What follows belongs to an exercise in optimizing a design on an open flow for small area, a short achievable clock period and few clock cycles per item; a production flow would make more cautious choices. Function was checked by simulation only, so behaviour that the tests miss may differ from the original.

==> run a <==
==> flow/design.v (excerpt) <==
module tea_interface(
    input [63:0] in,
    input mode,
    input reset,
    input write,
    input clk,
    output [63:0] out,
    output out_ready
);
clock: 12.0 ns
lec_check: 0
abc_area: 1
cap_margin: 20
core_margin: 2
core_utilization: 40
cts_cluster_diameter: 80
cts_cluster_size: 30
slew_margin: 20
standard.sh (not shown) runs the stock make flow with config.mk's settings and CLKGATE_MAP_FILE= SYNTH_SCRIPT=/design/flow/synth_recipe.tcl, a recipe that flattens the netlist after the stock synthesis.
==> flow/flow/run.sh <==
#!/bin/bash
# The standard layout, with four changes:
# - synthesis leaves adders to ABC instead of mapping them to half- and
#   full-adder cells first (ADDER_MAP_FILE empty); registers are unchanged;
# - timing repair treats paths with less than MARGIN ns of slack as failing,
#   so it speeds up the design below the clock period;
# - the buffer on each input and output port is the smallest buffer;
# - clock tree synthesis adds no dummy loads.
set -euo pipefail
MARGIN=8
bash standard.sh SETUP_SLACK_MARGIN=$MARGIN ADDER_MAP_FILE= MATCH_CELL_FOOTPRINT=0 \
  "BUFFER_PORTS_ARGS=-buffer_cell sky130_fd_sc_hd__buf_1" \
  "CTS_ARGS=-sink_clustering_enable -repair_clock_nets -sink_clustering_size 30 -sink_clustering_max_diameter 80 -dont_use_dummy_load" \
  finish > standard_finish.log 2>&1
==> run b (differences from run a) <==
--- a/flow/flow/run.sh
+++ b/flow/flow/run.sh
@@ -9,6 +9,6 @@
 set -euo pipefail
 MARGIN=8
-bash standard.sh SETUP_SLACK_MARGIN=$MARGIN ADDER_MAP_FILE= MATCH_CELL_FOOTPRINT=0 \
+bash standard.sh SETUP_SLACK_MARGIN=$MARGIN ADDER_MAP_FILE= \
   "BUFFER_PORTS_ARGS=-buffer_cell sky130_fd_sc_hd__buf_1" \
-  "CTS_ARGS=-sink_clustering_enable -repair_clock_nets -sink_clustering_size 30 -sink_clustering_max_diameter 80 -dont_use_dummy_load" \
+  "CTS_ARGS=-sink_clustering_enable -repair_clock_nets -dont_use_dummy_load" \
   finish > standard_finish.log 2>&1
--- a/flow/config.mk
+++ b/flow/config.mk
@@ -10,5 +10,3 @@
 export CORE_MARGIN = 2
 export CORE_UTILIZATION = 40
-export CTS_CLUSTER_DIAMETER = 80
-export CTS_CLUSTER_SIZE = 30
 export SLEW_MARGIN = 20
==> results.json <==
{
  "status": "finished clean",
  "drive_gt1_frac": 0.0786,
  "crit_arrival_ns": 1.45,
  "slowest_delay_ns": 0.67,
  "post-route-util": 0.455,
  "clock_latency_ns": 0.57,
  "postCtsSetupRepairBufs": 5,
  "sh_seq_area": 0.272,
  "use_met3": 0.0321,
  "endpoint": "out[3]",
  "rsz0062_at_grt": "yes"
}
That was run b.
==> results.json <==
{
  "status": "finished clean",
  "sh_seq_area": 0.274,
  "crit_arrival_ns": 1.46,
  "drive_gt1_frac": 0.0802,
  "synthAdderAreaFrac": 0.000578,
  "slowest_delay_ns": 0.58,
  "largest_cell_class": "multi-input gates",
  "use_met3": 0.0287,
  "rsz0062_at_grt": "no",
  "clock_latency_ns": 0.54,
  "endpoint": "out[9]",
  "clkSinkCount": 232
}
That was run a.
Testbench counts of run a, summed over its fixed seeds: cycles 68,736, items 1,024.
Testbench counts of run b, summed over its fixed seeds: cycles 68,736, items 1,024.

========
==> build 12: inputs <==
==> flow/design.v <==
module tea_interface(
    input [63:0] in,
    input mode,
    input reset,
    input write,
    input clk,
    output [63:0] out,
    output out_ready
);
    localparam [31:0] DELTA   = 32'h9E3779B9;
    localparam [31:0] NDELTA  = 32'h61C88647;  
    localparam [31:0] SUM_DEC = 32'hC6EF3720;  
    function [31:0] bs(input [31:0] x);
        bs = {x[7:0], x[15:8], x[23:16], x[31:24]};
    endfunction
    wire [31:0] in_y = bs(in[63:32]);
    wire [31:0] in_z = bs(in[31:0]);
    reg [63:0] kp, kq;
    reg        qhi;       
    reg        wk;        
    reg [31:0] a, b, s;
    reg        m;         
    reg        ph;        
    reg        pre, post;  
    reg        busy, rdy;
    always @(posedge clk) begin
        kq <= kp;
        kp <= (reset | wk) ? {in_y, in_z} : kq;
        qhi <= wk ? 1'b1 : ~qhi;
    end
    wire        swp = pre | post;
    wire [31:0] f   = ((b << 4) + kq[63:32]) ^ (b + s) ^ ((b >> 5) + kq[31:0]);
    wire [31:0] fe  = f & {32{~swp}};
    wire [31:0] mm  = {32{m}};
    wire [31:0] nb  = mm ^ ((mm ^ a) + fe);
    wire go   = busy & (swp | (qhi == (m ~^ ph)));
    wire fin  = ph & (s == (m ? DELTA : SUM_DEC));
    always @(posedge clk) begin
        if (reset) begin
            wk   <= 1'b1;
            busy <= 1'b0;
            rdy  <= 1'b0;
        end else begin
            wk <= 1'b0;
            if (write) begin
                busy <= 1'b1;
                rdy  <= 1'b0;
            end else if (go & (post | (~m & ~swp & fin))) begin
                busy <= 1'b0;
                rdy  <= 1'b1;
            end
        end
    end
    always @(posedge clk) begin
        if (write) begin
            a    <= in_y;
            b    <= in_z;
            s    <= mode ? SUM_DEC : DELTA;
            m    <= mode;
            ph   <= 1'b0;
            pre  <= mode;
            post <= 1'b0;
        end else if (go) begin
            a <= b;
            b <= nb;
            if (swp) begin
                pre  <= 1'b0;
                post <= 1'b0;
            end else begin
                ph <= ~ph;
                if (ph) s <= s + (m ? NDELTA : DELTA);
                if (m & fin) post <= 1'b1;
            end
        end
    end
    assign out = {bs(a), bs(b)};
    assign out_ready = rdy;
endmodule
==> flow/flow/run.sh <==
#!/bin/bash
# The standard layout, with two changes:
# - timing repair treats paths with less than MARGIN ns of slack as failing,
#   so it speeds up the design below the clock period;
# - the buffer on each input and output port is the smallest buffer.
set -euo pipefail
MARGIN=7.5
bash standard.sh SETUP_SLACK_MARGIN=$MARGIN \
  "BUFFER_PORTS_ARGS=-buffer_cell sky130_fd_sc_hd__buf_1" \
  finish > standard_finish.log 2>&1
==> flow/standard.sh <==
#!/bin/bash
# synth_recipe.tcl (not shown) runs the flow's synth.tcl, then flattens the netlist and writes it again
# the make line also repeats each setting of config.mk as NAME=value (left out here)
make -C /OpenROAD-flow-scripts/flow DESIGN_CONFIG=/design/flow/config.mk WORK_HOME=/design/flow/orfs CLKGATE_MAP_FILE= SYNTH_SCRIPT=/design/flow/synth_recipe.tcl "${@:-finish}"
==> flow/config.mk <==
export PLATFORM = sky130hd
export DESIGN_NAME = tea_interface
export DESIGN_NICKNAME = tea_interface
export VERILOG_FILES = /design/flow/design.v
export SDC_FILE = /design/flow/constraint.sdc
export NUM_CORES = 4
export LEC_CHECK = 0
export ABC_AREA = 1
export CAP_MARGIN = 20
export CORE_MARGIN = 2
export CORE_UTILIZATION = 40
export CTS_CLUSTER_DIAMETER = 100
export CTS_CLUSTER_SIZE = 30
export SLEW_MARGIN = 20
==> flow/constraint.sdc <==
create_clock -name core_clock -period 12.0 [get_ports {clk}]
set_input_delay 2.4000 -clock core_clock [delete_from_list [all_inputs] [get_ports {clk}]]
set_output_delay 2.4000 -clock core_clock [all_outputs]
set_load 0.01 [all_outputs]
==> trial 76: changes against build 12 <==
==> flow/design.v, changed modules only <==
module tea_interface(
    input [63:0] in,
    input mode,
    input reset,
    input write,
    input clk,
    output [63:0] out,
    output out_ready
);
    localparam [31:0] DELTA   = 32'h9E3779B9;
    localparam [31:0] NDELTA  = 32'h61C88647;  
    localparam [31:0] SUM_DEC = 32'hC6EF3720;  
    function [31:0] bs(input [31:0] x);
        bs = {x[7:0], x[15:8], x[23:16], x[31:24]};
    endfunction
    wire [31:0] in_y = bs(in[63:32]);
    wire [31:0] in_z = bs(in[31:0]);
    reg [63:0] kp, kq;
    reg        qhi;       
    reg        wk;        
    reg [31:0] a, b, s;
    reg        m;         
    reg        ph;        
    reg        pre, post;  
    reg        busy, rdy;
    always @(posedge clk) begin
        kq <= kp;
        kp <= (reset | wk) ? {in_y, in_z} : kq;
        qhi <= wk ? 1'b1 : ~qhi;
    end
    wire        swp = pre | post;
    wire [31:0] t1, t2, t3;
    padd #(32) u1 (b << 4, kq[63:32], 1'b0, t1, );
    padd #(32) u2 (b, s, 1'b0, t2, );
    padd #(32) u3 (b >> 5, kq[31:0], 1'b0, t3, );
    wire [31:0] f   = t1 ^ t2 ^ t3;
    wire [31:0] fe  = f & {32{~swp}};
    wire [31:0] mm  = {32{m}};
    wire [31:0] nbr;
    padd #(32) u4 (mm ^ a, fe, 1'b0, nbr, );
    wire [31:0] nb  = mm ^ nbr;
    wire go   = busy & (swp | (qhi == (m ~^ ph)));
    wire fin  = ph & (s == (m ? DELTA : SUM_DEC));
    always @(posedge clk) begin
        if (reset) begin
            wk   <= 1'b1;
            busy <= 1'b0;
            rdy  <= 1'b0;
        end else begin
            wk <= 1'b0;
            if (write) begin
                busy <= 1'b1;
                rdy  <= 1'b0;
            end else if (go & (post | (~m & ~swp & fin))) begin
                busy <= 1'b0;
                rdy  <= 1'b1;
            end
        end
    end
    always @(posedge clk) begin
        if (write) begin
            a    <= in_y;
            b    <= in_z;
            s    <= mode ? SUM_DEC : DELTA;
            m    <= mode;
            ph   <= 1'b0;
            pre  <= mode;
            post <= 1'b0;
        end else if (go) begin
            a <= b;
            b <= nb;
            if (swp) begin
                pre  <= 1'b0;
                post <= 1'b0;
            end else begin
                ph <= ~ph;
                if (ph) s <= s + (m ? NDELTA : DELTA);
                if (m & fin) post <= 1'b1;
            end
        end
    end
    assign out = {bs(a), bs(b)};
    assign out_ready = rdy;
endmodule
module padd #(parameter W = 32) (
    input  [W-1:0] a,
    input  [W-1:0] b,
    input          ci,
    output [W-1:0] s,
    output         co
);
    reg [W-1:0] p, g, gp, pp;
    integer l, i, j;
    always @* begin
        p = a ^ b;
        g = a & b;
        g[0] = g[0] | (p[0] & ci);
        gp = g;
        pp = p;
        for (l = 0; (1 << l) < W; l = l + 1) begin
            for (i = W - 1; i >= 0; i = i - 1) begin
                j = ((i >> l) & 1) ? ((i >> l) << l) - 1 : -1;
                if (j >= 0) begin
                    gp[i] = gp[i] | (pp[i] & gp[j]);
                    pp[i] = pp[i] & pp[j];
                end
            end
        end
    end
    assign s  = p ^ {gp[W-2:0], ci};
    assign co = gp[W-1];
endmodule
CTS_CLUSTER_DIAMETER = 80   (was 100)
PLACE_DENSITY = 0.75   (was not set)
==> results_dict.tcl <==
set metrics [dict create \
    outcome "complete, no violations" \
    cp-endpoint "b[31]" \
    netlist_area_sq_um 15800 \
    fin_util 0.477 \
    tap_cells 518 \
    syn_nets 2191 \
]
-- figures above: trial 76

==> results_dict.tcl <==
set metrics [dict create \
    cp-endpoint "b[29]" \
    outcome "complete, no violations" \
    muxShareOfSynthArea 0.0112 \
    initial_utilization 0.406 \
    tap_cells 539 \
    r2r-end "b[29]" \
    netlist_area_sq_um 17000 \
    dp_cells 2872 \
]
-- figures above: build 12

Testbench counts of build 12, summed over its fixed seeds: cycles 68,736, items 1,024.
Testbench counts of trial 76, summed over its fixed seeds: cycles 68,736, items 1,024.

[what the ideal ports hide]
No port has a modelled driver above. Below, the same layouts with a new extraction and two added sets of constraints.
Step 1 assumes that a clkbuf_16 drives the clock port and a buf_2 every other input.
Step 2 moves the port delays by t, midway between the first and last clock arrival at a register: inputs arrive t later, outputs are due t later. That takes back most of the time a late clock gives input paths.
a / b / c = ideal / step 1 / step 2; a / b = the first two.
run | t, ns | slack for setup (ns) | clock arrival spread, ns
run a | 0.569 | 8.138 / 8.083 / 7.747 | 0.054 / 0.055
run b | 0.613 | 8.153 / 8.097 / 7.738 | 0.021 / 0.021
build 12 | 0.578 | 7.501 / 7.501 / 7.139 | 0.033 / 0.033
trial 76 | 0.584 | 7.501 / 7.501 / 7.341 | 0.038 / 0.038
After both steps every run listed still meets setup and hold. The setup slack of run b, which loses most, moves by -0.056 ns with the drivers and by -0.415 ns with both steps.
